Source: an optimization exercise on an open RTL-to-GDS flow (aim: small area). Production flows keep margins and buffers that such runs may drop. Function was checked by simulation only, so behaviour that the tests miss may differ from the original. No driver is modelled on the clock port, so clocking that relies on it looks cheaper here than on a real chip. Power is estimated from default activity; no workload was simulated.

Design Matchstick, start of the top module:
module Matchstick (ds, ds2, leds, display, grounds, clk, rst, pb, pb2);
export LEC_CHECK = 0
export CAP_MARGIN = 20
export CORE_MARGIN = 2
export CORE_UTILIZATION = 40
export SLEW_MARGIN = 20
create_clock -name core_clock -period 22.0 [get_ports {clk}]
run.sh (not shown) runs the stock make flow with config.mk's settings and CLKGATE_MAP_FILE= SYNTH_SCRIPT=/design/flow/synth_recipe.tcl, a recipe that flattens the netlist after the stock synthesis.
Next try:
==> flow/flow/run.sh (new file) <==
#!/bin/bash
# Standard synthesis, then the combinational logic between the standard
# synthesis's registers is re-mapped by ABC for area (registers untouched),
# then the standard layout with small port buffers and a small clock tree.
set -euo pipefail
W=$PWD
R=$W/orfs/results/$FLOW_PLATFORM/Matchstick/base
LIB=$FLOW_HOME/platforms/$FLOW_PLATFORM/lib/sky130_fd_sc_hd__tt_025C_1v80.lib

bash standard.sh $R/1_2_yosys.v > $W/1_standard_synth.log 2>&1
cp $R/1_2_yosys.v $W/standard_synth.v
LIB=$LIB IN=$W/standard_synth.v TOP=$FLOW_TOP OUT=$W/resyn.v ABCARGS="-script $W/flow/area.abc" \
  yosys -c $W/flow/resyn.tcl > $W/2_resyn.log 2>&1
cp $W/resyn.v $R/1_2_yosys.v
touch $R/1_2_yosys.v

export BUFFER_PORTS_ARGS="-buffer_cell sky130_fd_sc_hd__buf_1"
export CTS_ARGS="-sink_clustering_enable -repair_clock_nets -dont_use_dummy_load -buf_list {sky130_fd_sc_hd__clkbuf_2 sky130_fd_sc_hd__clkbuf_4}"
bash standard.sh finish > $W/3_layout.log 2>&1
==> flow/flow/area.abc (new file) <==
strash
&get -n
&deepsyn -T 30
&put
dch -f
map -a
topo
==> flow/flow/resyn.tcl (new file) <==
yosys -import
set lib $::env(LIB)
read_liberty -ignore_miss_func $lib
read_verilog $::env(IN)
hierarchy -top $::env(TOP)
foreach m [list sky130_fd_sc_hd__dfxtp_1 sky130_fd_sc_hd__dfxtp_2 sky130_fd_sc_hd__dfxtp_4] {
  catch { setattr -mod -set keep_hierarchy 1 $m }
}
flatten
yosys rename -hide w:*.*
opt -purge
stat
abc -liberty $lib {*}$::env(ABCARGS)
opt_clean -purge
hilomap -singleton -hicell sky130_fd_sc_hd__conb_1 HI -locell sky130_fd_sc_hd__conb_1 LO
insbuf -buf sky130_fd_sc_hd__buf_1 A X
tee -o $::env(OUT).stat stat -liberty $lib
blackbox sky130_fd_sc_hd__dfxtp_1
write_verilog -noattr -nohex -nodec $::env(OUT)
==> flow/standard.sh (new file) <==
#!/bin/bash
# synth_recipe.tcl (not shown) runs the flow's synth.tcl, then flattens the netlist and writes it again
# the make line also repeats each setting of config.mk as NAME=value (left out here)
make -C /OpenROAD-flow-scripts/flow DESIGN_CONFIG=/design/flow/config.mk WORK_HOME=/design/flow/orfs CLKGATE_MAP_FILE= SYNTH_SCRIPT=/design/flow/synth_recipe.tcl "${@:-finish}"
removed: flow/run.sh
Effect: Flip-flop and latch count stays the same; wire length decreases by a quarter to a third; worst hold slack stays flat.

========
Setup of job 101:
Another version of the RTL of Matchstick (not shown whole).
Size in the first run: ~27 I/O pins, about 0.0017 mm^2 of cells after synthesis.
export LEC_CHECK = 0
export CAP_MARGIN = 20
export CORE_AREA = 3 3 63 63
export DIE_AREA = 0 0 66 66
export PLACE_DENSITY = 0.85
export SLEW_MARGIN = 20
create_clock -name core_clock -period 22.0 [get_ports {clk}]
standard.sh (not shown) runs the stock make flow with config.mk's settings and CLKGATE_MAP_FILE= SYNTH_SCRIPT=/design/flow/synth_recipe.tcl, a recipe that flattens the netlist after the stock synthesis.
==> flow/flow/run.sh <==
#!/bin/bash
# Standard synthesis; then the logic between the standard synthesis's
# registers is re-mapped by ABC for area (registers, their names and cells
# untouched; the smallest of a few ABC runs that passes an equivalence check
# against the standard netlist is kept); then the standard layout with the
# smallest port buffers, a clock tree of small buffers and, after CTS, clock
# buffers with a slow slew at their flip-flops upsized.
set -euo pipefail
W=$PWD
R=$W/orfs/results/$FLOW_PLATFORM/Matchstick/base
export LIB=$FLOW_HOME/platforms/$FLOW_PLATFORM/lib/sky130_fd_sc_hd__tt_025C_1v80.lib
export TOP=$FLOW_TOP

bash standard.sh $R/1_2_yosys.v > $W/1_standard_synth.log 2>&1
cp $R/1_2_yosys.v $W/standard_synth.v

runs=$(cd $W/flow && ls abc*.abc | sed 's/\.abc$//')
for r in $runs; do
  echo "IN=$W/standard_synth.v OUT=$W/resyn_$r.v ABCARGS='-script $W/flow/$r.abc' yosys -c $W/flow/resyn.tcl > $W/2_resyn_$r.log 2>&1 || true"
done | xargs -d '\n' -P ${NUM_CORES:-4} -I{} bash -c '{}'

best=$W/standard_synth.v
best_area=1e18
for r in $runs; do
  [[ -f $W/resyn_$r.v.stat ]] || { echo "$r: no result"; continue; }
  if GOLD=$W/standard_synth.v GATE=$W/resyn_$r.v yosys -c $W/flow/equiv.tcl > $W/2_equiv_$r.log 2>&1; then
    a=$(awk '/Chip area for top module/ {print $NF}' $W/resyn_$r.v.stat)
    echo "$r: area $a, equivalent"
    if awk -v a="$a" -v b="$best_area" 'BEGIN {exit !(a < b)}'; then best=$W/resyn_$r.v; best_area=$a; fi
  else
    echo "$r: not proven equivalent, not used"
  fi
done > $W/2_pick.log
echo "picked $best" >> $W/2_pick.log
cp $best $R/1_2_yosys.v
touch $R/1_2_yosys.v

export BUFFER_PORTS_ARGS="-buffer_cell sky130_fd_sc_hd__buf_1"
export CTS_ARGS="-sink_clustering_enable -repair_clock_nets -dont_use_dummy_load -buf_list {sky130_fd_sc_hd__clkbuf_4}"
export POST_CTS_TCL=$W/flow/post_cts.tcl
bash standard.sh finish > $W/3_layout.log 2>&1
Other scripts of this flow, unchanged in this note and not shown: flow/flow/abc1.abc, flow/flow/abc2.abc, flow/flow/abc3.abc, flow/flow/abc4.abc, flow/flow/abc5.abc, flow/flow/abc6.abc, flow/flow/abc7.abc, flow/flow/abc8.abc, flow/flow/equiv.tcl, flow/flow/post_cts.tcl, flow/flow/resyn.tcl
Edits applied to the flow inputs when going from job 101 to job 102:
# job 101
export LEC_CHECK = 0
export CAP_MARGIN = 20
export CORE_AREA = 3 3 63 63
export DIE_AREA = 0 0 66 66
export PLACE_DENSITY = 0.85
export SLEW_MARGIN = 20
create_clock -name core_clock -period 22.0 [get_ports {clk}]
# job 102
export LEC_CHECK = 0
export CAP_MARGIN = 20
export CORE_AREA = 3 3 63 63
export DIE_AREA = 0 0 66 66
export SLEW_MARGIN = 20
create_clock -name core_clock -period 22.0 [get_ports {clk}]
Status | job 101 and job 102 | clean
The total design power on job 102 is in line with that on job 101.
Job 101 leaves less setup margin than job 102.
Any difference in insertion delay of the later-clocked pin in the worst-skew pair between job 101 and job 102 is small enough to ignore.
## Diff of input files: job 103 against job 102
# job 102
export LEC_CHECK = 0
export CAP_MARGIN = 20
export CORE_AREA = 3 3 63 63
export DIE_AREA = 0 0 66 66
export SLEW_MARGIN = 20
create_clock -name core_clock -period 22.0 [get_ports {clk}]
# job 103
export LEC_CHECK = 0
export CAP_MARGIN = 20
export CORE_AREA = 2.5 2.5 59.5 59.5
export DIE_AREA = 0 0 62 62
export PLACE_DENSITY = 0.85
export SLEW_MARGIN = 20
create_clock -name core_clock -period 22.0 [get_ports {clk}]
Results
[compare] base=job 102 new=job 103: wire length of the first global-routing pass saw a decrease; core utilization saw an increase; initial core utilization saw an increase. On job 103: met2 routing resource usage after global routing is 4.5 points higher than what job 102 gave.

## what the ideal ports hide
No port has a modelled driver above. Below, the same layouts with a new extraction and two added sets of constraints.
Step 1 assumes that a clkbuf_16 drives the clock port and a buf_2 every other input.
Step 2 moves the port delays by t, midway between the first and last clock arrival at a register: inputs arrive t later, outputs are due t later. That takes back most of the time a late clock gives input paths.
Slacks: no drivers / after step 1 / after step 2; pairs: no drivers / after step 1.
run	t (ns)	setup WS [ns]	slew at the worst register clock pin (ns)	worst slew at a driven data input, ns
the first run of note 1	0.317	12.101 / 12.066 / 12.066	0.09 / 0.09	0.04
the second run of note 1	0.358	12.887 / 12.860 / 12.860	0.12 / 0.12	0.03
job 101	0.337	12.897 / 12.874 / 12.874	0.09 / 0.09	0.03
job 102	0.345	12.904 / 12.878 / 12.878	0.09 / 0.09	0.03
job 103	0.337	12.900 / 12.877 / 12.877	0.09 / 0.09	0.03
After both steps every run listed still meets setup and hold. The setup slack of the first run of note 1, which loses most, moves by -0.035 ns with the drivers and by -0.035 ns with both steps.
